Context: an optimization exercise on an open-source flow, tuned for small area. The choices shown serve that exercise and are no tape-out recipe.
Only simulation tests tie the RTL to the original design; equivalence was not proved.
No run shown here takes its clock network from TritonCTS; it comes from the design's own scripts or RTL.
The flow treats the clock pin as an ideal source. Dropping or thinning the clock tree relies on that and would not hold on a real chip.
Power and IR drop assume default switching activity.

### flow/design.v
module ivi_top(
	input        clk,
	input        rst_n,
	input        in_a,
	input        in_b,
	input  [3:0] read_byte,
	output [7:0] out
);
	reg  [8:0] tb;
	wire       tick  = (tb == 9'd434);
	wire       etick = (tb == 9'd118);
	wire [8:0] tb_sh = {tb[7:0], tb[8] ^ tb[3]};
	always @(posedge clk)
		if (!rst_n)
			tb <= 9'd313;
		else
			tb <= {tb_sh[8:3], tb_sh[2] & ~tick, tb_sh[1:0]};
	reg  [3:0] st;
	wire       clr_st = st[3] | (st[2] & st[1]);    
	wire       cap    = tick & (st == 4'd3);
	wire       cs;
	always @(posedge clk)
		if (!rst_n)
			st <= 4'd0;
		else if (st == 4'd0) begin
			if (etick & cs)
				st <= 4'd1;
		end
		else if (tick)
			st <= (st == 4'd9) ? 4'd0 : st + 4'd1;
	reg        a, b, sb;
	reg [24:0] n;
	wire       clr = ~rst_n | clr_st;
	always @(posedge clk) begin
		a  <= ~clr & (a | in_a);
		b  <= ~clr & (b | in_b);
		sb <= b & (sb | ~a);
	end
	wire hi  = &{n[24], n[22], n[21], n[20], n[19], n[18], n[16],
	             n[14], n[13], n[12], n[11]};
	wire ov  = hi & (n[6] | (sb & (&n[5:0])));
	wire dn  = hi & n[6] & n[1] & n[0];
	assign cs = (a & b) | dn;
	wire cnt_en = (a ^ b) & ~(b & in_a) & ~dn;
	wire [25:0] nc;
	assign nc[0] = cnt_en;
	genvar i;
	generate
		for (i = 0; i < 25; i = i + 1) begin : g_cnt
			assign nc[i+1] = nc[i] & n[i];
			always @(posedge clk)
				n[i] <= (a | b) & (n[i] ^ nc[i]);
		end
	endgenerate
	reg [24:0] m;
	reg        f, x;
	always @(posedge clk)
		if (cap)
			m <= n;
	always @(posedge clk)
		if (!rst_n) begin
			f <= 1'b1;
			x <= 1'b0;
		end
		else if (cap) begin
			f <= ov;
			x <= sb | ov;
		end
	wire [7:0] sel = ({8{read_byte[0]}} & m[7:0])   |
	                 ({8{read_byte[1]}} & m[15:8])  |
	                 ({8{read_byte[2]}} & m[23:16]) |
	                 ({8{read_byte[3]}} & {7'b0, m[24]});
	wire       rd_lo = read_byte[0] | read_byte[1] | read_byte[2];
	wire       inv   = x & (rd_lo | read_byte[3]);
	assign out[6:0] = (sel[6:0] & {7{~f}}) ^ {7{inv}};
	assign out[7]   = ((sel[7] & ~f) ^ (x & rd_lo)) | (read_byte[3] & x & ~f);
endmodule
### flow/flow/run.sh
#!/bin/bash
# Layout flow: the standard flow (standard.sh) with
#  - synthesis: the standard flow's synthesis script, but yosys's abc call runs
#    flow/abc_area.script (deepsyn + area-oriented mapping, no up-sizing) in place of
#    ORFS's speed script; everything else (synth -nofsm -noshare, flatten,
#    renaming) is the same, so the registers are the standard ones
#  - ports buffered with buf_1
#  - clock tree: flow/manual_cts.tcl (root clkbuf_2, 4 clkbuf_8 leaves)
#    instead of TritonCTS; old TritonCTS options, unused: -buf_list sky130_fd_sc_hd__clkbuf_4 -root_buf sky130_fd_sc_hd__clkbuf_4 -sink_clustering_size 25 -sink_clustering_max_diameter 200
# Each step writes its full output to its own log in this folder.
set -euo pipefail
W=$(pwd)
export MY_ABC_SCRIPT=$W/flow/abc_area.script
export BUFFER_PORTS_ARGS="-buffer_cell sky130_fd_sc_hd__buf_1"
export PRE_CTS_TCL=$W/flow/manual_cts.tcl
export CTS_ROOT_BUF=sky130_fd_sc_hd__clkbuf_2
export CTS_LEAF_BUF=sky130_fd_sc_hd__clkbuf_8
export CTS_LEAVES=4
export CTS_ARGS="-sink_clustering_enable -repair_clock_nets -dont_use_dummy_load -buf_list sky130_fd_sc_hd__clkbuf_4 -root_buf sky130_fd_sc_hd__clkbuf_4 -sink_clustering_size 25 -sink_clustering_max_diameter 200"
bash standard.sh SYNTH_SCRIPT=$W/flow/synth.tcl synth > synth.log 2>&1
bash standard.sh floorplan > floorplan.log 2>&1
bash standard.sh place > place.log 2>&1
bash standard.sh cts > cts.log 2>&1
bash standard.sh finish > finish.log 2>&1
### flow/flow/abc_area.script
&get -n
&st
&deepsyn -T 60
&dch -f
&nf -a -R 1000
&put
topo
dnsize -c
### flow/flow/manual_cts.tcl
# Manual two-level clock tree, used in place of TritonCTS (sourced as PRE_CTS_TCL):
# clk -> one root buffer -> CTS_LEAVES leaf buffers -> the flip-flops, the
# flip-flops split into groups by k-means on their placed locations.
proc manual_clock_tree {root_master leaf_master K} {
  set db [ord::get_db]
  set block [ord::get_db_block]
  set clknet [[$block findBTerm clk] getNet]
  set sinks {}
  foreach it [$clknet getITerms] {
    set bb [[$it getInst] getBBox]
    lappend sinks [list $it [expr {([$bb xMin] + [$bb xMax]) / 2.0}] [expr {([$bb yMin] + [$bb yMax]) / 2.0}]]
  }
  set n [llength $sinks]
  # k-means, deterministic start: sinks sorted by x then spread
  set sorted [lsort -real -index 1 $sinks]
  set cents {}
  for {set k 0} {$k < $K} {incr k} {
    set s [lindex $sorted [expr {int(($k + 0.5) * $n / $K)}]]
    lappend cents [list [lindex $s 1] [lindex $s 2]]
  }
  for {set iter 0} {$iter < 50} {incr iter} {
    set assign {}
    foreach s $sinks {
      set best -1; set bd 1e30
      for {set k 0} {$k < $K} {incr k} {
        set c [lindex $cents $k]
        set d [expr {abs([lindex $s 1] - [lindex $c 0]) + abs([lindex $s 2] - [lindex $c 1])}]
        if {$d < $bd} { set bd $d; set best $k }
      }
      lappend assign $best
    }
    set newc {}
    for {set k 0} {$k < $K} {incr k} {
      set sx 0; set sy 0; set m 0
      foreach s $sinks a $assign { if {$a == $k} { set sx [expr {$sx + [lindex $s 1]}]; set sy [expr {$sy + [lindex $s 2]}]; incr m } }
      if {$m > 0} { lappend newc [list [expr {$sx / $m}] [expr {$sy / $m}]] } else { lappend newc [lindex $cents $k] }
    }
    set cents $newc
  }
  set rnet [odb::dbNet_create $block clknet_0_clk]
  $rnet setSigType CLOCK
  set root [odb::dbInst_create $block [$db findMaster $root_master] clkbuf_0_clk]
  [$root findITerm A] connect $clknet
  [$root findITerm X] connect $rnet
  set rx 0; set ry 0
  for {set k 0} {$k < $K} {incr k} {
    set lnet [odb::dbNet_create $block clknet_1_${k}_clk]
    $lnet setSigType CLOCK
    set leaf [odb::dbInst_create $block [$db findMaster $leaf_master] clkbuf_1_${k}_clk]
    [$leaf findITerm A] connect $rnet
    [$leaf findITerm X] connect $lnet
    set c [lindex $cents $k]
    $leaf setLocation [expr {int([lindex $c 0])}] [expr {int([lindex $c 1])}]
    $leaf setPlacementStatus PLACED
    set rx [expr {$rx + [lindex $c 0]}]; set ry [expr {$ry + [lindex $c 1]}]
    set m 0
    foreach s $sinks a $assign { if {$a == $k} { [lindex $s 0] disconnect; [lindex $s 0] connect $lnet; incr m } }
    puts "leaf $k: $m sinks"
  }
  $root setLocation [expr {int($rx / $K)}] [expr {int($ry / $K)}]
  $root setPlacementStatus PLACED
}
rename clock_tree_synthesis tritoncts_clock_tree_synthesis
proc clock_tree_synthesis {args} {
  manual_clock_tree $::env(CTS_ROOT_BUF) $::env(CTS_LEAF_BUF) $::env(CTS_LEAVES)
  set_propagated_clock [all_clocks]
}
### flow/flow/synth.tcl
proc synth {args} { yosys synth -nofsm -noshare {*}$args }
proc abc {args} {
  set i [lsearch -exact $args -script]
  if { $i >= 0 && [info exists ::env(MY_ABC_SCRIPT)] } { lset args [expr {$i+1}] $::env(MY_ABC_SCRIPT) }
  yosys abc {*}$args
}
source $::env(SCRIPTS_DIR)/synth.tcl
# left out here: clear keep_hierarchy, flatten, clean up, hide names made inside functions, write 1_2_yosys.v
### flow/standard.sh
#!/bin/bash
# synth_recipe.tcl (not shown) runs the flow's synth.tcl, then flattens the netlist and writes it again
# the make line also repeats each setting of config.mk as NAME=value (left out here)
make -C /OpenROAD-flow-scripts/flow DESIGN_CONFIG=/design/flow/config.mk WORK_HOME=/design/flow/orfs CLKGATE_MAP_FILE= SYNTH_SCRIPT=/design/flow/synth_recipe.tcl "${@:-finish}"
### flow/config.mk
export PLATFORM = sky130hd
export DESIGN_NAME = ivi_top
export DESIGN_NICKNAME = ivi_top
export VERILOG_FILES = /design/flow/design.v
export SDC_FILE = /design/flow/constraint.sdc
export NUM_CORES = 4
export LEC_CHECK = 0
export CAP_MARGIN = 0
export CORE_MARGIN = 2
export CORE_UTILIZATION = 80
export PLACE_DENSITY = 0.85
export SLEW_MARGIN = 0
### flow/constraint.sdc
create_clock -name core_clock -period 10.0 [get_ports {clk}]
set_input_delay 2.0000 -clock core_clock [delete_from_list [all_inputs] [get_ports {clk}]]
set_output_delay 2.0000 -clock core_clock [all_outputs]
set_load 0.01 [all_outputs]
==> results.toml, run 1 <==
[grt]
grt_antenna_before_repair = 0
grtUsageTotal = 0.294
grt_pass1_vias = 1675
grt-ovfl-total = 0
grt_start_max_net_pins = 29
grt_first_pass_wirelength_um = 7940

[routing]
first_iter_violations = 196
drcViolationCount = 0
wl_per_cell_um = 18.7
via_per_inst = 6.15
first_pass_iters = 4
ant_nets = 0
wl_um = 5220
vias = 1715

[timing]
finalCritPeriodShare = 0.666
slew_headroom = 0.200
max_freq_mhz = 150
tightest_slew_ps = 1190
hold_viol = 0
clock_skew_ps = 35.0
final-max-slew-violation-count = 0
fin_crit_ps = 6660
finalSetupViolCount = 0
rsz0062_at_grt = "no"
tns_ps = 0

[floorplan]
num_io_pins = 16
dieArea_um2 = 3780
initial_core_util = 0.852
die_w_um = 61.5
row_count = 20
fp.coreArea_um2 = 3100
die_h_um = 61.5

[yosys]
synth_edf_count = 25
yosysWarnings = 1
syn-num-nets = 248
synth_area_um2 = 2640
synth_seq_cells = 68
synth_cells = 214
ys_seq_area_frac = 0.610
synth_ff_type = "dfxtp_1"
async_flop_share = 0
ys_types = 28
syn-mean-instance-area_um2 = 12.4

[worst_hold_path]
min-delay-start = "n[8]"
holdPathStages = 0
whs_endpoint = "m[8]"
hp-class = "flip-flop to flip-flop"

[power]
p_per_area_nw_per_um2 = 151
vdd_ir_drop_max_v = 0.000109
p_leak_nw = 1.11

[final_layout]
n_antenna_cell = 0
drive_above_1_share = 0.0298
area_growth_pct = 6.96
nNetsFinal = 271
final_cell_mix = "dfxtp_1, nor2b_1, ha_1"
multi_input_area_um2 = 1010
seq_area_um2 = 1610
nFillCells = 124
mostFrequentLayoutCell = "dfxtp_1"
final_util = 0.911

[job]
maxCapViolations = 0

[clock_tree]
cts_resized = 0
cts_setup_buffers = 0
clkTransAtPathRegs_ps = 120
cts.hold.buffers_added = 0
worstSkewPairLatency_ps = 420

[status]
outcome = "complete, no violations"

[worst_setup_path]
cp_max_fo = 2
crit_type = "primary input to flip-flop"
rr_startpoint = "n[24]"
worstPathRequired_ps = 10260
reg2reg_slack_ps = 3900
cp-start-kind = "primary input"
worstSetupEndpointType = "flip-flop"
arrival_ps = 6930
ff2ff_path_depth = 31
r2r_end = "n[24]"

[placement]
gp_congestion = 0.746
dp_hpwl_um = 3880
portBuffers = 15
-- worst max-delay path by stage --
stage | cells after the start | slack (ps) | startpoint | to
after global placement | 27 | 3190 | in_a | n[23]
after global routing | 28 | 3060 | in_a | n[24]
after detailed placement | 27 | 2920 | in_a | n[23]
after floorplan | 26 | 3490 | in_a | n[23]
after CTS | 28 | 3350 | in_a | n[24]
final | 28 | 3340 | in_a | n[24]
-- metrics by stage --
stage	setup slack (ps)	hold slack [ps]	cell area [um2]	cells	power, mW
3_3_place_gp	3190	421	2770	274	0.315
2_1_floorplan	3490	405	2640	214	0.310
6_report	3340	440	2830	279	0.426
3_5_place_dp	2920	441	2770	274	0.318
5_1_grt	3060	458	2830	279	0.437
4_1_cts	3350	446	2830	279	0.426
-- flip-flops by register name, indices dropped and copies added (netlist names) --
signal  flops
m          25
x           1
st          4
tb          9
f           1
n          25
b           1
a           1
sb          1
-- cell families (layout without fill, tap and decap cells) --
logic type,after synthesis,after routing,synth area share
AO/OA/AOI/OAI,35,35,0.0842
XOR/XNOR,9,9,0.0298
adder cells (fa/ha/maj),26,26,0.123
buffers and inverters,7,28,0.00994
flip-flops,68,68,0.610
AND/OR/NAND/NOR,69,69,0.143
-- layout make-up --
type / instances / area share
Timing Repair Buffer: 16 / 0.0226
Buffer: 5 / 0.0212
Tap cell: 44 / 0.0195
Multi-Input combinational cell: 139 / 0.358
Sequential cell: 68 / 0.570
Inverter: 7 / 0.00929
-- power breakdown --
part / total, mW / switching (mW) / internal (mW) / leakage, nW
registers: 0.296 / 0.00574 / 0.291 / 0.532
clock network: 0.114 / 0.0751 / 0.0386 / 0.0329
logic: 0.0162 / 0.00970 / 0.00650 / 0.541
-- worst max-delay path: stages --
cell and delay (ps):
buf_1 110, a21oi_1 90, ha_1 210, ha_1 190, ha_1 180, ha_1 180, ha_1 190, ha_1 200
ha_1 200, ha_1 190, ha_1 180, ha_1 180, ha_1 180, ha_1 180, ha_1 190, ha_1 190
ha_1 190, ha_1 200, ha_1 180, ha_1 180, ha_1 180, ha_1 180, ha_1 180, ha_1 190
ha_1 200, ha_1 200, xnor2_1 140, nor2_1 50
-- layer usage --
metal	wire (um)	track usage
met1	2160	0.381
met2	2620	0.535
met3	293	0.0252
met4	144	0.0699
met5	0	0
-- Yosys cell counts (4+ instances only) --
| cell | number | share of area |
|---|---|---|
| a21oi_1 | 14 | 0.027 |
| a22o_1 | 6 | 0.020 |
| and2_0 | 4 | 0.0095 |
| clkinv_1 | 7 | 0.0099 |
| dfxtp_1 | 43 | 0.33 |
| edfxtp_1 | 25 | 0.28 |
| ha_1 | 26 | 0.12 |
| nand2_1 | 9 | 0.013 |
| nand2b_1 | 4 | 0.0095 |
| nand4_1 | 4 | 0.0095 |
| nor2_1 | 10 | 0.014 |
| nor2b_1 | 27 | 0.064 |
| o21ai_0 | 7 | 0.013 |
| xor2_1 | 6 | 0.020 |
==> inputs of run 2 (changes only) <==
--- a/flow/config.mk
+++ b/flow/config.mk
@@ -6,7 +6,6 @@
 export NUM_CORES = 4
 export LEC_CHECK = 0
-export CAP_MARGIN = 0
+export CAP_MARGIN = 20
 export CORE_MARGIN = 2
-export CORE_UTILIZATION = 80
-export PLACE_DENSITY = 0.85
-export SLEW_MARGIN = 0
+export CORE_UTILIZATION = 65
+export SLEW_MARGIN = 20
==> run 2 against run 1 <==
  * Sequential cell count did not move
  * Critical path depth fell by 1
  * Worst hold slack got worse by 2.5 ps
==> results.toml, run 2 <==
[placement]
place_area_um2 = 2780
gp_congestion = 0.773
portBuffers = 15
preCtsSetupSlack_ps = 3090
dp_hpwl_um = 3400

[floorplan]
initial_core_util = 0.671
row_count = 23
die_h_um = 67.8
num_io_pins = 16
die_w_um = 67.8
fp.coreArea_um2 = 3940
dieArea_um2 = 4590

[power]
combinationalPowerShare = 0.036
p_per_area_nw_per_um2 = 149
p_leak_nw = 1.11
clkPwrFrac = 0.266
p_int_mw = 0.335
switching_share = 0.207
vdd_ir_drop_max_v = 0.0000953
power.share.sequential = 0.698
total_power_mw = 0.423
p_switching_mw = 0.0877

[final_layout]
area_growth_pct = 7.24
n_antenna_cell = 0
reg.largest.list = "m (25), n (25), tb (9)"
nFillCells = 274
postLayoutCellArea_um2 = 2840
drive_above_1_share = 0.0298
mostFrequentLayoutCell = "dfxtp_1"
final_cell_mix = "dfxtp_1, nor2b_1, ha_1"
nNetsFinal = 271

[timing]
clock_skew_ps = 23.5
max_freq_mhz = 155
finalCritPeriodShare = 0.646
finalSetupViolCount = 0
final-max-slew-violation-count = 0
setup_ws_ps = 3540
slew_headroom = 0.440
tightest_slew_ps = 841
hold_viol = 0
fin_crit_ps = 6460
tns_ps = 0
rsz0062_at_grt = "no"

[routing]
first_pass_iters = 4
drcViolationCount = 0
ant_nets = 0
first_iter_violations = 86
wl_per_cell_um = 15.5
wl_um = 4420
vias = 1621
via_per_inst = 5.69

[worst_setup_path]
crit_type = "primary input to flip-flop"
ff2ff_path_depth = 30
slowest_delay_ps = 260
rr_startpoint = "n[24]"
cp_max_fo = 2
worstSetupEndpointType = "flip-flop"
crit_start = "in_a"
critPathSlowestCell = "ha_1"
cpMostUsedCell = "ha_1"
cp-start-kind = "primary input"
crit_buf_inv = 1
worstPathRequired_ps = 10270
r2r_end = "n[23]"
crit_family = "adder cells"
arrival_ps = 6730
worstSetupPathDepth = 27
crit_end = "n[23]"
reg2reg_slack_ps = 4080

[clock_tree]
worstSkewPairLatency_ps = 410
clkTransAtPathRegs_ps = 100
cts_resized = 0
cts_setup_buffers = 0
cts.hold.buffers_added = 0

[yosys]
synth_area_um2 = 2640
yosysWarnings = 1
yosys.area.top_type = "dfxtp_1"
ys_types = 28
synth_cells = 214
synth_ff_type = "dfxtp_1"
synth_common_cells = "dfxtp_1, nor2b_1, ha_1"
syn-mean-instance-area_um2 = 12.4
netlist.area_leader.share = 0.326
ys_seq_area_frac = 0.610
yosysMostFrequentCell = "dfxtp_1"
syn-num-nets = 248
synth_seq_cells = 68
async_flop_share = 0
synth_edf_count = 25
synthTopCellsByArea = "dfxtp_1, edfxtp_1, ha_1"

[grt]
grt_pass1_vias = 1529
grtUsageTotal = 0.209
grt_start_max_net_pins = 29
grt_antenna_before_repair = 0
grt_first_pass_wirelength_um = 7250
grt-ovfl-total = 0

[worst_hold_path]
min-delay-start = "tb[1]"
hp-class = "flip-flop to flip-flop"

[status]
outcome = "complete, no violations"

[job]
maxCapViolations = 0
-- run 2: cell types whose count changed in the layout (fill, tap and decap cells not counted) --
cell      delta
a21boi_0     -1
a21boi_1     +1
-- run 2: layer usage --
metal / up-vias / GRT usage / share of wire
met5: - / 0 / 0
met4: 0 / 0.0375 / 0.019
met3: 7 / 0.0150 / 0.032
met2: 31 / 0.348 / 0.48
met1: 774 / 0.305 / 0.47
li1: 809 / - / -
-- run 2: how the worst min path moves through the flow --
| stage | endpoint | cells past startpoint |
|---|---|---|
| final | tb[2] | 2 |
| after global routing | tb[2] | 2 |
| after CTS | tb[2] | 2 |
| after detailed placement | tb[2] | 2 |
| after global placement | tb[2] | 2 |
| after floorplan | tb[2] | 2 |
-- run 2: final cells by class --
cell class                 count  area (um2)  share of cell area
buffer                         5        60.1              0.0212
inverter                       7        26.3             0.00927
multi-input combinational    139        1010               0.357
sequential                    68        1610               0.568
tap                           50        62.6              0.0221
timing repair buffer          16        63.8              0.0225
-- run 2: power by group through the flow --
stage | combinational, mW | clock, mW | sequential (mW)
finish | 0.0151 | 0.113 | 0.295
global route | 0.0176 | 0.126 | 0.296
CTS | 0.0152 | 0.114 | 0.295
detailed placement | 0.0150 | 0 | 0.302
global placement | 0.0137 | 0 | 0.301
floorplan | 0.0101 | 0 | 0.300
-- run 2: cells by family after synthesis --
group / after synthesis / synth area share
simple gates: 69 / 0.143
flops: 68 / 0.610
compound gates: 35 / 0.0842
fa+ha+maj: 26 / 0.123
xor+xnor: 9 / 0.0298
buf+inv: 7 / 0.00994
-- run 2: worst min-delay path: cells and delay by family (launching register included) --
| kind | cells | cell delay (ps) |
|---|---|---|
| and+or+nand+nor | 2 | 80 |
| DFF | 1 | 320 |
-- run 2: through the flow --
step / util / cells / hold WS (ps)
2_1_floorplan: - / 214 / 405
4_1_cts: 0.719 / 285 / 435
6_report: 0.719 / 285 / 437
3_3_place_gp: 0.704 / 280 / 417
3_5_place_dp: 0.704 / 280 / 419
5_1_grt: 0.719 / 285 / 452
==> inputs of run 3 (changes only) <==
--- a/flow/flow/run.sh
+++ b/flow/flow/run.sh
@@ -2,5 +2,5 @@
 # Layout flow: the standard flow (standard.sh) with
 #  - synthesis: the standard flow's synthesis script, but yosys's abc call runs
-#    flow/abc_area.script (deepsyn + area-oriented mapping, no up-sizing) in place of
+#    flow/abc_area.script (deepsyn + area-oriented &nf mapping, no up-sizing) in place of
 #    ORFS's speed script; everything else (synth -nofsm -noshare, flatten,
 #    renaming) is the same, so the registers are the standard ones
==> flow/flow/abc_area.script (replaced) <==
&get -n
&st
&deepsyn -T 60
&dch -f
&nf -a -C 32 -F 8 -A 8 -R 1000
&put
topo
dnsize -c
==> run 3 against run 2 <==
  * Still clean on timing, DRC and antenna
  * Cell area decreased by 1.0%
  * Global-route usage decreased by 0.17 points
  * Total power decreased by 0.42%
  * Register-to-register slack about the same
  * Area after synthesis decreased by 1.1%
  * Critical endpoint unchanged
  * Largest cell class unchanged
==> results.toml, run 3 <==
[clock_tree]
cts.hold.buffers_added = 0
clkTransAtPathRegs_ps = 90
cts_setup_buffers = 0
cts_resized = 0
worstSkewPairLatency_ps = 420

[yosys]
synth_edf_count = 25
synth_area_um2 = 2620
async_flop_share = 0
ys_types = 29
synthTopCellsByArea = "dfxtp_1, edfxtp_1, ha_1"
syn-mean-instance-area_um2 = 12.8
synth_common_cells = "dfxtp_1, nor2b_1, ha_1"
netlist.area_leader.share = 0.329
yosysWarnings = 1
synth_seq_cells = 68
yosys.area.top_type = "dfxtp_1"
yosysMostFrequentCell = "dfxtp_1"
syn-num-nets = 238
ys_seq_area_frac = 0.616
synth_ff_type = "dfxtp_1"
synth_cells = 204

[timing]
tightest_slew_ps = 908
fin_crit_ps = 6570
tns_ps = 0
slew_headroom = 0.394
finalCritPeriodShare = 0.657
final-max-slew-violation-count = 0
setup_ws_ps = 3430
clock_skew_ps = 25.8
finalSetupViolCount = 0
hold_viol = 0
max_freq_mhz = 152
rsz0062_at_grt = "no"

[worst_hold_path]
min-delay-start = "tb[1]"
hp-class = "flip-flop to flip-flop"
whs_endpoint = "tb[2]"
holdPathStages = 2

[worst_setup_path]
ff2ff_path_depth = 30
reg2reg_slack_ps = 4080
cpMostUsedCell = "ha_1"
worstPathRequired_ps = 10250
r2r_end = "n[23]"
cp_max_fo = 2
crit_buf_inv = 1
worstSetupEndpointType = "flip-flop"
critPathSlowestCell = "ha_1"
arrival_ps = 6820
slowest_delay_ps = 260
cp-start-kind = "primary input"
crit_type = "primary input to flip-flop"
crit_family = "adder cells"
rr_startpoint = "n[14]"

[grt]
grt_antenna_before_repair = 0
grt_pass1_vias = 1487
grt_start_max_net_pins = 29
grt_first_pass_wirelength_um = 7090
grtUsageTotal = 0.207
grt-ovfl-total = 0

[final_layout]
final_cell_mix = "dfxtp_1, nor2b_1, ha_1"
reg.largest.list = "m (25), n (25), tb (9)"
n_antenna_cell = 0
area_growth_pct = 7.32
nNetsFinal = 261
drive_above_1_share = 0.0311
final_util = 0.712
mostFrequentLayoutCell = "dfxtp_1"

[placement]
portBuffers = 15
dp_hpwl_um = 3340
gp_congestion = 0.833
preCtsSetupSlack_ps = 3010

[floorplan]
die_w_um = 67.4
row_count = 23
initial_core_util = 0.663
dieArea_um2 = 4550
die_h_um = 67.4
fp.coreArea_um2 = 3940
num_io_pins = 16

[power]
vdd_ir_drop_max_v = 0.000123
p_leak_nw = 1.12
p_per_area_nw_per_um2 = 150

[routing]
first_iter_violations = 109
drcViolationCount = 0
first_pass_iters = 6
vias = 1591
via_per_inst = 5.79
ant_nets = 0
wl_per_cell_um = 16.0
wl_um = 4410

[status]
outcome = "complete, no violations"

[job]
maxCapViolations = 0
==> run 3: power by group <==
group	switching [mW]	leakage, nW	internal (mW)
registers	0.00452	0.537	0.291
logic	0.00880	0.546	0.00631
clock network	0.0727	0.0329	0.0385
total	0.0860	1.12	0.335
==> run 3: layout make-up <==
| class | count | area, um2 |
|---|---|---|
| sequential | 68 | 1610 |
| tap | 50 | 62.6 |
| multi-input combinational | 132 | 993 |
| buffer | 5 | 60.1 |
| fill | 294 | 1140 |
| timing repair buffer | 16 | 63.8 |
| inverter | 4 | 15.0 |
==> run 3: per-stage QoR <==
stage	cells	power, mW	hold slack, ps	instance area [um2]
after floorplan	204	0.310	405	2620
after global placement	270	0.315	417	2750
after detailed placement	270	0.317	422	2750
after CTS	275	0.424	435	2810
after global routing	275	0.436	456	2810
final	275	0.421	438	2810
==> run 3: metal layers <==
layer,vias to the layer above,GRT usage,wire length [um]
met5,-,0,0
met4,0,0.0281,65
met3,7,0.0150,225
met2,36,0.355,2110
met1,756,0.298,2010
li1,792,-,-
==> run 3: worst register-to-register path, delay by kind of cell (launching register included) <==
kind / cells / cell delay, ps
AO/OA/AOI/OAI: 1 / 50
AND/OR/NAND/NOR: 5 / 800
adder cells (fa/ha/maj): 24 / 4480
flip-flops: 1 / 410
==> run 3: worst max path at each step <==
stage             to  depth (start not counted)  startpoint  slack, ps
4_1_cts        n[23]                         27        in_a       3410
6_report       n[23]                         27        in_a       3430
2_1_floorplan  n[23]                         26        in_a       3490
3_5_place_dp   n[23]                         27        in_a       3010
3_3_place_gp   n[23]                         27        in_a       3180
5_1_grt        n[23]                         27        in_a       3180
==> run 3: logic make-up (layout without fill, tap and decap cells) <==
| kind of cell | count (synthesis) | count (layout) | synth area share |
|---|---|---|---|
| AO/OA/AOI/OAI | 28 | 28 | 0.0789 |
| XOR/XNOR | 9 | 9 | 0.0301 |
| adder cells (fa/ha/maj) | 26 | 26 | 0.124 |
| buffers and inverters | 4 | 25 | 0.00574 |
| flip-flops | 68 | 68 | 0.616 |
| AND/OR/NAND/NOR | 69 | 69 | 0.145 |
==> inputs of run 4 (changes only) <==
--- a/flow/flow/run.sh
+++ b/flow/flow/run.sh
@@ -6,5 +6,6 @@
 #    renaming) is the same, so the registers are the standard ones
 #  - ports buffered with buf_1
-#  - clock tree: flow/manual_cts.tcl (root clkbuf_2, 4 clkbuf_8 leaves)
+#  - clock tree: flow/manual_cts.tcl (4 clkbuf_8 leaves on the clock port,
+#    no root buffer)
 #    instead of TritonCTS; old TritonCTS options, unused: -buf_list sky130_fd_sc_hd__clkbuf_4 -root_buf sky130_fd_sc_hd__clkbuf_4 -sink_clustering_size 25 -sink_clustering_max_diameter 200
 # Each step writes its full output to its own log in this folder.
@@ -14,5 +15,5 @@
 export BUFFER_PORTS_ARGS="-buffer_cell sky130_fd_sc_hd__buf_1"
 export PRE_CTS_TCL=$W/flow/manual_cts.tcl
-export CTS_ROOT_BUF=sky130_fd_sc_hd__clkbuf_2
+export CTS_ROOT_BUF=none
 export CTS_LEAF_BUF=sky130_fd_sc_hd__clkbuf_8
 export CTS_LEAVES=4
--- a/flow/flow/manual_cts.tcl
+++ b/flow/flow/manual_cts.tcl
@@ -1,4 +1,4 @@
 # Manual two-level clock tree, used in place of TritonCTS (sourced as PRE_CTS_TCL):
-# clk -> one root buffer -> CTS_LEAVES leaf buffers -> the flip-flops, the
+# clk -> one root buffer (or none) -> CTS_LEAVES leaf buffers -> the flip-flops, the
 # flip-flops split into groups by k-means on their placed locations.
 proc manual_clock_tree {root_master leaf_master K} {
@@ -38,9 +38,13 @@
     set cents $newc
   }
-  set rnet [odb::dbNet_create $block clknet_0_clk]
-  $rnet setSigType CLOCK
-  set root [odb::dbInst_create $block [$db findMaster $root_master] clkbuf_0_clk]
-  [$root findITerm A] connect $clknet
-  [$root findITerm X] connect $rnet
+  if {$root_master eq "none"} {
+    set rnet $clknet
+  } else {
+    set rnet [odb::dbNet_create $block clknet_0_clk]
+    $rnet setSigType CLOCK
+    set root [odb::dbInst_create $block [$db findMaster $root_master] clkbuf_0_clk]
+    [$root findITerm A] connect $clknet
+    [$root findITerm X] connect $rnet
+  }
   set rx 0; set ry 0
   for {set k 0} {$k < $K} {incr k} {
@@ -58,6 +62,8 @@
     puts "leaf $k: $m sinks"
   }
-  $root setLocation [expr {int($rx / $K)}] [expr {int($ry / $K)}]
-  $root setPlacementStatus PLACED
+  if {$root_master ne "none"} {
+    $root setLocation [expr {int($rx / $K)}] [expr {int($ry / $K)}]
+    $root setPlacementStatus PLACED
+  }
 }
 rename clock_tree_synthesis tritoncts_clock_tree_synthesis
==> run 4 against run 3 <==
  * Area after synthesis unchanged
  * Sequential cell count stayed put
  * First-iteration DRC count decreased by 2.8%
  * Maximum frequency shrank 3.7%
  * Worst setup slack lost 250 ps
  * Cell area fell by 0.18%
  * Clock skew down 0.56 ps
  * Sequential power about the same
  * Total power decreased by 3.0%
  * Worst hold slack better by 0.73 ps
  * Die area unchanged
  * Core utilization fell by 0.13 points
  * Critical endpoint unchanged
==> results.toml, run 4 <==
[yosys]
synth_cells = 204
async_flop_share = 0
ys_seq_area_frac = 0.616
synth-simple-area-share = 0.144
synth_area_um2 = 2620
synth_common_cells = "dfxtp_1, nor2b_1, ha_1"
yosysWarnings = 1
synth_top_family_by_area = "simple AND/OR/NAND/NOR gates"
synth_seq_cells = 68
netlist.area_leader.share = 0.329
yosysMostFrequentCell = "dfxtp_1"
yosys.area.top_type = "dfxtp_1"
synthAdderAreaFrac = 0.124
synth_edf_count = 25
syn-mean-instance-area_um2 = 12.8
synth_ff_type = "dfxtp_1"
synth_mux_area_frac = 0
synth_xor_area_frac = 0.0301
ys_types = 29
synth_compound_area_frac = 0.0789
syn-num-nets = 238
synthTopCellsByArea = "dfxtp_1, edfxtp_1, ha_1"

[routing]
first_iter_violations = 106
ant_nets = 0
vias = 1566
wl_per_cell_um = 15.8
first_pass_iters = 7
drcViolationCount = 0
via_per_inst = 5.72
wl_um = 4340

[timing]
fin_crit_ps = 6820
tightest_slew_ps = 913
finalSetupViolCount = 0
clock_skew_ps = 25.2
rsz0062_at_grt = "no"
tns_ps = 0
final-max-slew-violation-count = 0
slew_headroom = 0.391
setup_ws_ps = 3180
hold_slack_ps = 438
finalCritPeriodShare = 0.682
hold_viol = 0
max_freq_mhz = 147

[placement]
placed_cells = 270
portBuffers = 15
gp_congestion = 0.833
preCtsSetupSlack_ps = 3010
place_area_um2 = 2750
dp_hpwl_um = 3340

[final_layout]
final_cell_count_no_fill = 274
area_growth_pct = 7.13
drive_above_1_share = 0.0268
postLayoutCellArea_um2 = 2800
reg.largest.list = "m (25), n (25), tb (9)"
mostFrequentLayoutCell = "dfxtp_1"
final_util = 0.711
final_cell_mix = "dfxtp_1, nor2b_1, ha_1"
nNetsFinal = 260
n_antenna_cell = 0

[grt]
grt_start_max_net_pins = 29
grt-ovfl-total = 0
grt_first_pass_wirelength_um = 7040
grtUsageTotal = 0.206
grt_antenna_before_repair = 0
grt_pass1_vias = 1475

[worst_setup_path]
cpMostUsedCell = "ha_1"
crit_buf_inv = 1
slowest_delay_ps = 260
reg2reg_slack_ps = 4090
worstSetupPathDepth = 27
worstPathRequired_ps = 9990
arrival_ps = 6820
crit_type = "primary input to flip-flop"
rr_startpoint = "n[14]"
cp_max_fo = 2
r2r_end = "n[23]"
worstSetupEndpointType = "flip-flop"
cp-start-kind = "primary input"
ff2ff_path_depth = 30
crit_family = "adder cells"
critPathSlowestCell = "ha_1"

[floorplan]
num_io_pins = 16
fp.coreArea_um2 = 3940
die_h_um = 67.4
dieArea_um2 = 4550
row_count = 23
die_w_um = 67.4
initial_core_util = 0.663

[power]
power.share.sequential = 0.722
combinationalPowerShare = 0.037
vdd_ir_drop_max_v = 0.000124
total_power_mw = 0.409
p_per_area_nw_per_um2 = 146
p_leak_nw = 1.11
switching_share = 0.183
clkPwrFrac = 0.242
p_switching_mw = 0.0750
p_int_mw = 0.334

[worst_hold_path]
hp-class = "flip-flop to flip-flop"
whs_endpoint = "tb[2]"
min-delay-start = "tb[1]"
holdPathStages = 2

[clock_tree]
cts.hold.buffers_added = 0
cts_setup_buffers = 0
cts_resized = 0
worstSkewPairLatency_ps = 160
clkTransAtPathRegs_ps = 90

[job]
maxCapViolations = 0

[status]
outcome = "complete, no violations"
run 4: logic make-up after synthesis:
group,count (synthesis)
AO/OA/AOI/OAI,28
adder cells (fa/ha/maj),26
flip-flops,68
buffers and inverters,4
AND/OR/NAND/NOR,69
XOR/XNOR,9
run 4: final cells by class:
class	instances	area (um2)
buffer	4	55.1
fill	294	1140
inverter	4	15.0
multi-input combinational	132	993
sequential	68	1610
tap	50	62.6
timing repair buffer	16	63.8
run 4: metal layers:
layer	share of wire	global-route usage	vias to the layer above
met5	0	0	-
met3	0.045	0.0117	4
met4	0.012	0.0255	0
met2	0.49	0.355	31
met1	0.46	0.298	742
li1	-	-	789
run 4: how the worst max path moves through the flow:
| stage | from | to | slack, ps |
|---|---|---|---|
| 2_1_floorplan | in_a | n[23] | 3490 |
| 3_3_place_gp | in_a | n[23] | 3180 |
| 3_5_place_dp | in_a | n[23] | 3010 |
| 4_1_cts | in_a | n[23] | 3140 |
| 5_1_grt | in_a | n[23] | 2910 |
| 6_report | in_a | n[23] | 3180 |
run 4: power groups by stage:
stage	Clock [mW]	Sequential [mW]	Combinational, mW
after floorplan	0	0.300	0.00987
after global placement	0	0.301	0.0137
after detailed placement	0	0.302	0.0152
after CTS	0.100	0.295	0.0153
after global routing	0.110	0.296	0.0176
final	0.0988	0.295	0.0151
run 4: worst register-to-register path: cells and delay by family, from the launching register on:
kind	cells	cell delay [ps]
compound gates	1	50
fa+ha+maj	24	4480
flops	1	410
simple gates	5	800
==> inputs of run 5 (changes only) <==
--- a/flow/flow/run.sh
+++ b/flow/flow/run.sh
@@ -3,5 +3,6 @@
 #  - synthesis: the standard flow's synthesis script, but yosys's abc call runs
 #    flow/abc_area.script (deepsyn + area-oriented &nf mapping, no up-sizing) in place of
-#    ORFS's speed script; everything else (synth -nofsm -noshare, flatten,
+#    ORFS's speed script, and no adder extraction (extract_fa) before it;
+#    everything else (synth -nofsm -noshare, flatten,
 #    renaming) is the same, so the registers are the standard ones
 #  - ports buffered with buf_1
--- a/flow/flow/synth.tcl
+++ b/flow/flow/synth.tcl
@@ -5,4 +5,6 @@
   yosys abc {*}$args
 }
+# no half/full-adder extraction: the counter's xor/and logic goes to abc
+proc extract_fa {args} { puts "extract_fa skipped" }
 source $::env(SCRIPTS_DIR)/synth.tcl
 # left out here: clear keep_hierarchy, flatten, clean up, hide names made inside functions, write 1_2_yosys.v
==> run 5 against run 4 <==
  * Clock skew down 3.6 ps
  * Critical path depth down 8
  * Combinational power about the same
  * Register-to-register slack better by 1400 ps
  * Clock power up 0.9%
  * Wire length up 7.0%
  * Critical path type unchanged
  * Highest routed layer unchanged
==> results.toml, run 5 <==
[timing]
hold_viol = 0
finalSetupViolCount = 0
tightest_slew_ps = 790
fin_crit_ps = 5830
finalCritPeriodShare = 0.583
final-max-slew-violation-count = 0
slew_headroom = 0.472
tns_ps = 0
max_freq_mhz = 172
clock_skew_ps = 21.6
rsz0062_at_grt = "no"

[power]
p_int_mw = 0.333
switching_share = 0.190
vdd_ir_drop_max_v = 0.000112
p_per_area_nw_per_um2 = 155
power.share.sequential = 0.722
combinationalPowerShare = 0.036
p_switching_mw = 0.0780
clkPwrFrac = 0.243
p_leak_nw = 0.957

[worst_setup_path]
crit_type = "primary input to flip-flop"
r2r_end = "n[24]"
cp-start-kind = "primary input"
reg2reg_slack_ps = 5520
crit_start = "in_a"
cp_max_fo = 5
arrival_ps = 5930
worstSetupEndpointType = "flip-flop"
crit_end = "n[23]"
rr_startpoint = "n[14]"
ff2ff_path_depth = 19
worstPathRequired_ps = 10100

[worst_hold_path]
hp-class = "flip-flop to flip-flop"

[clock_tree]
cts.hold.buffers_added = 0
clkTransAtPathRegs_ps = 100
worstSkewPairLatency_ps = 160
cts_resized = 0
cts_setup_buffers = 0

[final_layout]
seq_area_um2 = 1610
n_antenna_cell = 0
final_util = 0.723
final_cell_mix = "dfxtp_1, a21oi_1, edfxtp_1"
area_growth_pct = 7.47
final_cell_count_no_fill = 287
mostFrequentLayoutCell = "dfxtp_1"
reg.largest.list = "m (25), n (25), tb (9)"
drive_above_1_share = 0.0251
nFillCells = 272
nNetsFinal = 249
multi_input_area_um2 = 853

[grt]
grt_first_pass_wirelength_um = 7780
grt_antenna_before_repair = 0
grt_start_max_net_pins = 29
grt_pass1_vias = 1652
grtUsageTotal = 0.230
grt-ovfl-total = 0

[yosys]
async_flop_share = 0
synth_edf_count = 25
netlist.area_leader.share = 0.349
ys_types = 26
syn-num-nets = 227
synth_ff_type = "dfxtp_1"
synth_area_um2 = 2460
yosysWarnings = 1
yosys.area.top_type = "dfxtp_1"
synthTopCellsByArea = "dfxtp_1, edfxtp_1, a21oi_1"
yosysMostFrequentCell = "dfxtp_1"
synth_common_cells = "dfxtp_1, a21oi_1, edfxtp_1"
synth_seq_cells = 68
syn-mean-instance-area_um2 = 11.2
synth_cells = 219
ys_seq_area_frac = 0.654

[floorplan]
dieArea_um2 = 4300
fp.coreArea_um2 = 3660
die_w_um = 65.6
row_count = 22
die_h_um = 65.6
initial_core_util = 0.673
num_io_pins = 16

[placement]
dp_hpwl_um = 3450
placed_cells = 283
portBuffers = 15
gp_congestion = 0.855

[routing]
drcViolationCount = 0
via_per_inst = 6.05
wl_per_cell_um = 16.2
ant_nets = 0
vias = 1736
wl_um = 4650
first_iter_violations = 209
first_pass_iters = 5

[status]
outcome = "complete, no violations"

[job]
maxCapViolations = 0
==> run 5: cell count changes in the layout (fill, tap and decap cells not counted), sizes merged, moves of 3 or more <==
| cell | previous run | this run |
|---|---|---|
| clkinv | 4 | 1 |
| xnor2 | 3 | 8 |
| nor2 | 8 | 22 |
| nor2b | 28 | 2 |
| xor2 | 6 | 0 |
| nand3 | 6 | 3 |
| ha | 26 | 0 |
| and3 | 1 | 10 |
| and2 | 3 | 7 |
| nor3 | 2 | 13 |
| a21oi | 7 | 26 |
| o21ai | 5 | 21 |
==> run 5: area by class of cell <==
type,instances,area share
sequential,68,0.609
multi-input combinational,150,0.322
timing repair buffer,16,0.0241
tap,48,0.0227
buffer,4,0.0208
inverter,1,0.00142
==> run 5: worst min-delay path by stage <==
stage,cells after the start,from,slack [ps],end
finish,2,tb[1],420,tb[2]
global route,2,tb[1],420,tb[2]
CTS,2,tb[1],420,tb[2]
detailed placement,1,tb[4],420,tb[5]
global placement,1,tb[4],420,tb[5]
floorplan,2,tb[1],400,tb[2]
==> run 5: power groups by stage <==
| stage | Clock, mW | Combinational [mW] | Sequential, mW |
|---|---|---|---|
| 2_1_floorplan | 0 | 0.00911 | 0.301 |
| 3_3_place_gp | 0 | 0.0140 | 0.303 |
| 3_5_place_dp | 0 | 0.0147 | 0.303 |
| 4_1_cts | 0.102 | 0.0148 | 0.297 |
| 5_1_grt | 0.112 | 0.0169 | 0.298 |
| 6_report | 0.0997 | 0.0148 | 0.297 |
==> run 5: worst max-delay path, cell delays in order <==
cell	delay, ps
buf_1	80
o21ai_0	210
nand2_1	80
nor2_1	230
and3_1	240
and2_0	230
and3_1	260
and3_1	250
and3_1	210
and2_0	240
and3_1	210
and2_0	240
and3_1	220
and2_0	240
and3_1	260
and3_1	250
and3_1	230
o21ai_0	90
a21oi_1	150
==> run 5: layer usage <==
metal | part of all wire | global-route usage | wire length (um) | up-vias
met1 | 0.44 | 0.326 | 2040 | 827
met5 | 0 | 0 | 0 | -
met2 | 0.50 | 0.390 | 2330 | 46
met3 | 0.045 | 0.0205 | 209 | 5
li1 | - | - | - | 858
met4 | 0.015 | 0.0495 | 71 | 0
==> run 5: cell families after synthesis <==
family / synth area share
compound gates: 0.153
xor+xnor: 0.0284
flops: 0.654
simple gates: 0.163
buf+inv: 0.00152
==> run 5: per-stage QoR <==
stage / area [um2] / power (mW) / hold WS (ps) / setup WS, ps
after CTS: 2650 / 0.413 / 419 / 4080
after floorplan: 2460 / 0.310 / 405 / 4590
final: 2650 / 0.411 / 417 / 4170
after global placement: 2590 / 0.317 / 425 / 4120
after global routing: 2650 / 0.427 / 424 / 3690
after detailed placement: 2590 / 0.318 / 421 / 4080
==> inputs of run 6 (changes only) <==
--- a/flow/flow/run.sh
+++ b/flow/flow/run.sh
@@ -7,5 +7,5 @@
 #    renaming) is the same, so the registers are the standard ones
 #  - ports buffered with buf_1
-#  - clock tree: flow/manual_cts.tcl (4 clkbuf_8 leaves on the clock port,
+#  - clock tree: flow/manual_cts.tcl (2 clkbuf_16 leaves on the clock port,
 #    no root buffer)
 #    instead of TritonCTS; old TritonCTS options, unused: -buf_list sky130_fd_sc_hd__clkbuf_4 -root_buf sky130_fd_sc_hd__clkbuf_4 -sink_clustering_size 25 -sink_clustering_max_diameter 200
@@ -17,6 +17,6 @@
 export PRE_CTS_TCL=$W/flow/manual_cts.tcl
 export CTS_ROOT_BUF=none
-export CTS_LEAF_BUF=sky130_fd_sc_hd__clkbuf_8
-export CTS_LEAVES=4
+export CTS_LEAF_BUF=sky130_fd_sc_hd__clkbuf_16
+export CTS_LEAVES=2
 export CTS_ARGS="-sink_clustering_enable -repair_clock_nets -dont_use_dummy_load -buf_list sky130_fd_sc_hd__clkbuf_4 -root_buf sky130_fd_sc_hd__clkbuf_4 -sink_clustering_size 25 -sink_clustering_max_diameter 200"
 bash standard.sh SYNTH_SCRIPT=$W/flow/synth.tcl synth > synth.log 2>&1
==> run 6 against run 5 <==
  * Clock power hardly changed
  * Synthesized cell count did not move
  * Total power is essentially flat
  * Via count shrank 1.8%
  * Critical path type unchanged
  * Largest cell class unchanged
  * Largest power group unchanged
  * Highest routed layer unchanged
==> results.toml, run 6 <==
[status]
outcome = "complete, no violations"

[worst_setup_path]
ff2ff_path_depth = 19
crit_type = "primary input to flip-flop"
r2r_end = "n[24]"
arrival_ps = 5940
cp_max_fo = 5
worstPathRequired_ps = 10120
reg2reg_slack_ps = 5510
crit_end = "n[23]"
crit_start = "in_a"
rr_startpoint = "n[21]"
worstSetupEndpointType = "flip-flop"
cp-start-kind = "primary input"

[clock_tree]
cts.hold.buffers_added = 0
clkTransAtPathRegs_ps = 120
cts_setup_buffers = 0
cts_resized = 0
worstSkewPairLatency_ps = 180

[timing]
hold_viol = 0
rsz0062_at_grt = "no"
finalCritPeriodShare = 0.582
final-max-slew-violation-count = 0
max_freq_mhz = 172
finalSetupViolCount = 0
clock_skew_ps = 15.6
slew_headroom = 0.472
tightest_slew_ps = 791
hold_slack_ps = 444
fin_crit_ps = 5820
tns_ps = 0

[final_layout]
reg.largest.list = "m (25), n (25), tb (9)"
drive_above_1_share = 0.0169
final_cell_mix = "dfxtp_1, a21oi_1, edfxtp_1"
nNetsFinal = 247
n_antenna_cell = 0
area_growth_pct = 7.26
mostFrequentLayoutCell = "dfxtp_1"

[yosys]
yosysMostFrequentCell = "dfxtp_1"
synth_edf_count = 25
syn-mean-instance-area_um2 = 11.2
synth_cells = 219
netlist.area_leader.share = 0.349
synth_common_cells = "dfxtp_1, a21oi_1, edfxtp_1"
synth_seq_cells = 68
yosysWarnings = 1
synthTopCellsByArea = "dfxtp_1, edfxtp_1, a21oi_1"
syn-num-nets = 227
synth_area_um2 = 2460
async_flop_share = 0
synth_ff_type = "dfxtp_1"
ys_seq_area_frac = 0.654
yosys.area.top_type = "dfxtp_1"
ys_types = 26

[floorplan]
die_w_um = 65.6
initial_core_util = 0.673
fp.coreArea_um2 = 3660
num_io_pins = 16
row_count = 22
dieArea_um2 = 4300
die_h_um = 65.6

[routing]
wl_um = 4640
ant_nets = 0
wl_per_cell_um = 16.3
vias = 1705
drcViolationCount = 0
first_iter_violations = 173
first_pass_iters = 4
via_per_inst = 5.98

[grt]
grtUsageTotal = 0.227
grt_antenna_before_repair = 0
grt_start_max_net_pins = 38
grt_first_pass_wirelength_um = 7670
grt-ovfl-total = 0
grt_pass1_vias = 1633

[placement]
dp_hpwl_um = 3450
gp_congestion = 0.855
portBuffers = 15

[power]
p_per_area_nw_per_um2 = 156
p_leak_nw = 0.953
vdd_ir_drop_max_v = 0.000144
total_power_mw = 0.411

[job]
maxCapViolations = 0

[worst_hold_path]
hp-class = "flip-flop to flip-flop"
==> run 6: cell types whose count changed in the layout (fill, tap and decap cells not counted), sizes merged <==
cell / previous run / this run
clkbuf: 4 / 2
==> run 6: power breakdown <==
| part | total (mW) | internal (mW) | switching, mW |
|---|---|---|---|
| combinational | 0.0148 | 0.00522 | 0.00957 |
| sequential | 0.297 | 0.291 | 0.00577 |
| clock | 0.0996 | 0.0374 | 0.0622 |
| total | 0.411 | 0.334 | 0.0776 |
==> run 6: critical path: stages <==
cell and delay (ps):
buf_1 80, o21ai_0 220, nand2_1 80, nor2_1 240, and3_1 240, and2_0 230, and3_1 260, and3_1 250
and3_1 210, and2_0 250, and3_1 220, and2_0 240, and3_1 210, and2_0 230, and3_1 260, and3_1 250
and3_1 240, o21ai_0 90, a21oi_1 150
==> run 6: worst min path at each step <==
stage | startpoint | end | slack, ps | depth (start not counted)
2_1_floorplan | tb[1] | tb[2] | 400 | 2
3_3_place_gp | tb[4] | tb[5] | 420 | 1
3_5_place_dp | tb[4] | tb[5] | 420 | 1
4_1_cts | tb[4] | tb[5] | 450 | 1
5_1_grt | tb[1] | tb[2] | 460 | 2
6_report | tb[1] | tb[2] | 440 | 2
==> run 6: final cells by class <==
class / count / area [um2]
inverter: 1 / 3.75
timing repair buffer: 16 / 63.8
multi-input combinational: 150 / 853
sequential: 68 / 1610
tap: 48 / 60.1
fill: 273 / 1020
buffer: 2 / 50.0
==> run 6: through the flow <==
| step | util | worst slack, ps | instance area (um2) | std cells |
|---|---|---|---|---|
| 2_1_floorplan | - | 4590 | 2460 | 219 |
| 3_5_place_dp | 0.708 | 4080 | 2590 | 283 |
| 6_report | 0.722 | 4180 | 2640 | 285 |
| 4_1_cts | 0.722 | 4080 | 2640 | 285 |
| 5_1_grt | 0.722 | 3710 | 2640 | 285 |
| 3_3_place_gp | 0.708 | 4120 | 2590 | 283 |
==> run 6: cells by family after synthesis <==
| family | share of synthesized area |
|---|---|
| simple gates | 0.163 |
| flops | 0.654 |
| compound gates | 0.153 |
| xor+xnor | 0.0284 |
| buf+inv | 0.00152 |
==> run 6: layer usage <==
| layer | up-vias | share of wire | wire length, um | GRT usage |
|---|---|---|---|---|
| met5 | - | 0 | 0 | 0 |
| met4 | 0 | 0.018 | 84 | 0.0417 |
| met3 | 6 | 0.039 | 180 | 0.0188 |
| met2 | 39 | 0.50 | 2310 | 0.390 |
| met1 | 802 | 0.44 | 2060 | 0.321 |
| li1 | 858 | - | - | - |

-- afterwards: timing with drivers on the ports --
Ports are ideal in the flow. The routed layouts listed here were re-timed in OpenROAD. Step 1 assumes that a clkbuf_16 drives the clock port and a buf_2 every other input. Step 2 also shifts input and output timing later by t, the mid clock arrival at the registers, as if the neighbouring blocks saw the same clock. a / b / c = ideal / step 1 / step 2; a / b = the first two.
| run | t (ns) | setup WS [ns] | worst slew at a driven data input, ns |
|---|---|---|---|
| run 1 | 0.428 | 3.338 / 3.339 / 2.911 | 0.03 |
| run 2 | 0.420 | 3.543 / 3.534 / 3.114 | 0.03 |
| run 3 | 0.430 | 3.429 / 3.427 / 2.997 | 0.03 |
| run 4 | 0.209 | 3.176 / 3.204 / 2.996 | 0.03 |
| run 5 | 0.200 | 4.171 / 4.200 / 4.000 | 0.03 |
| run 6 | 0.214 | 4.184 / 4.207 / 3.993 | 0.04 |
After both steps every run listed still meets setup and hold. For run 3, which loses most, drivers alone change the setup slack by -0.002 ns; drivers and shift together by -0.432 ns.
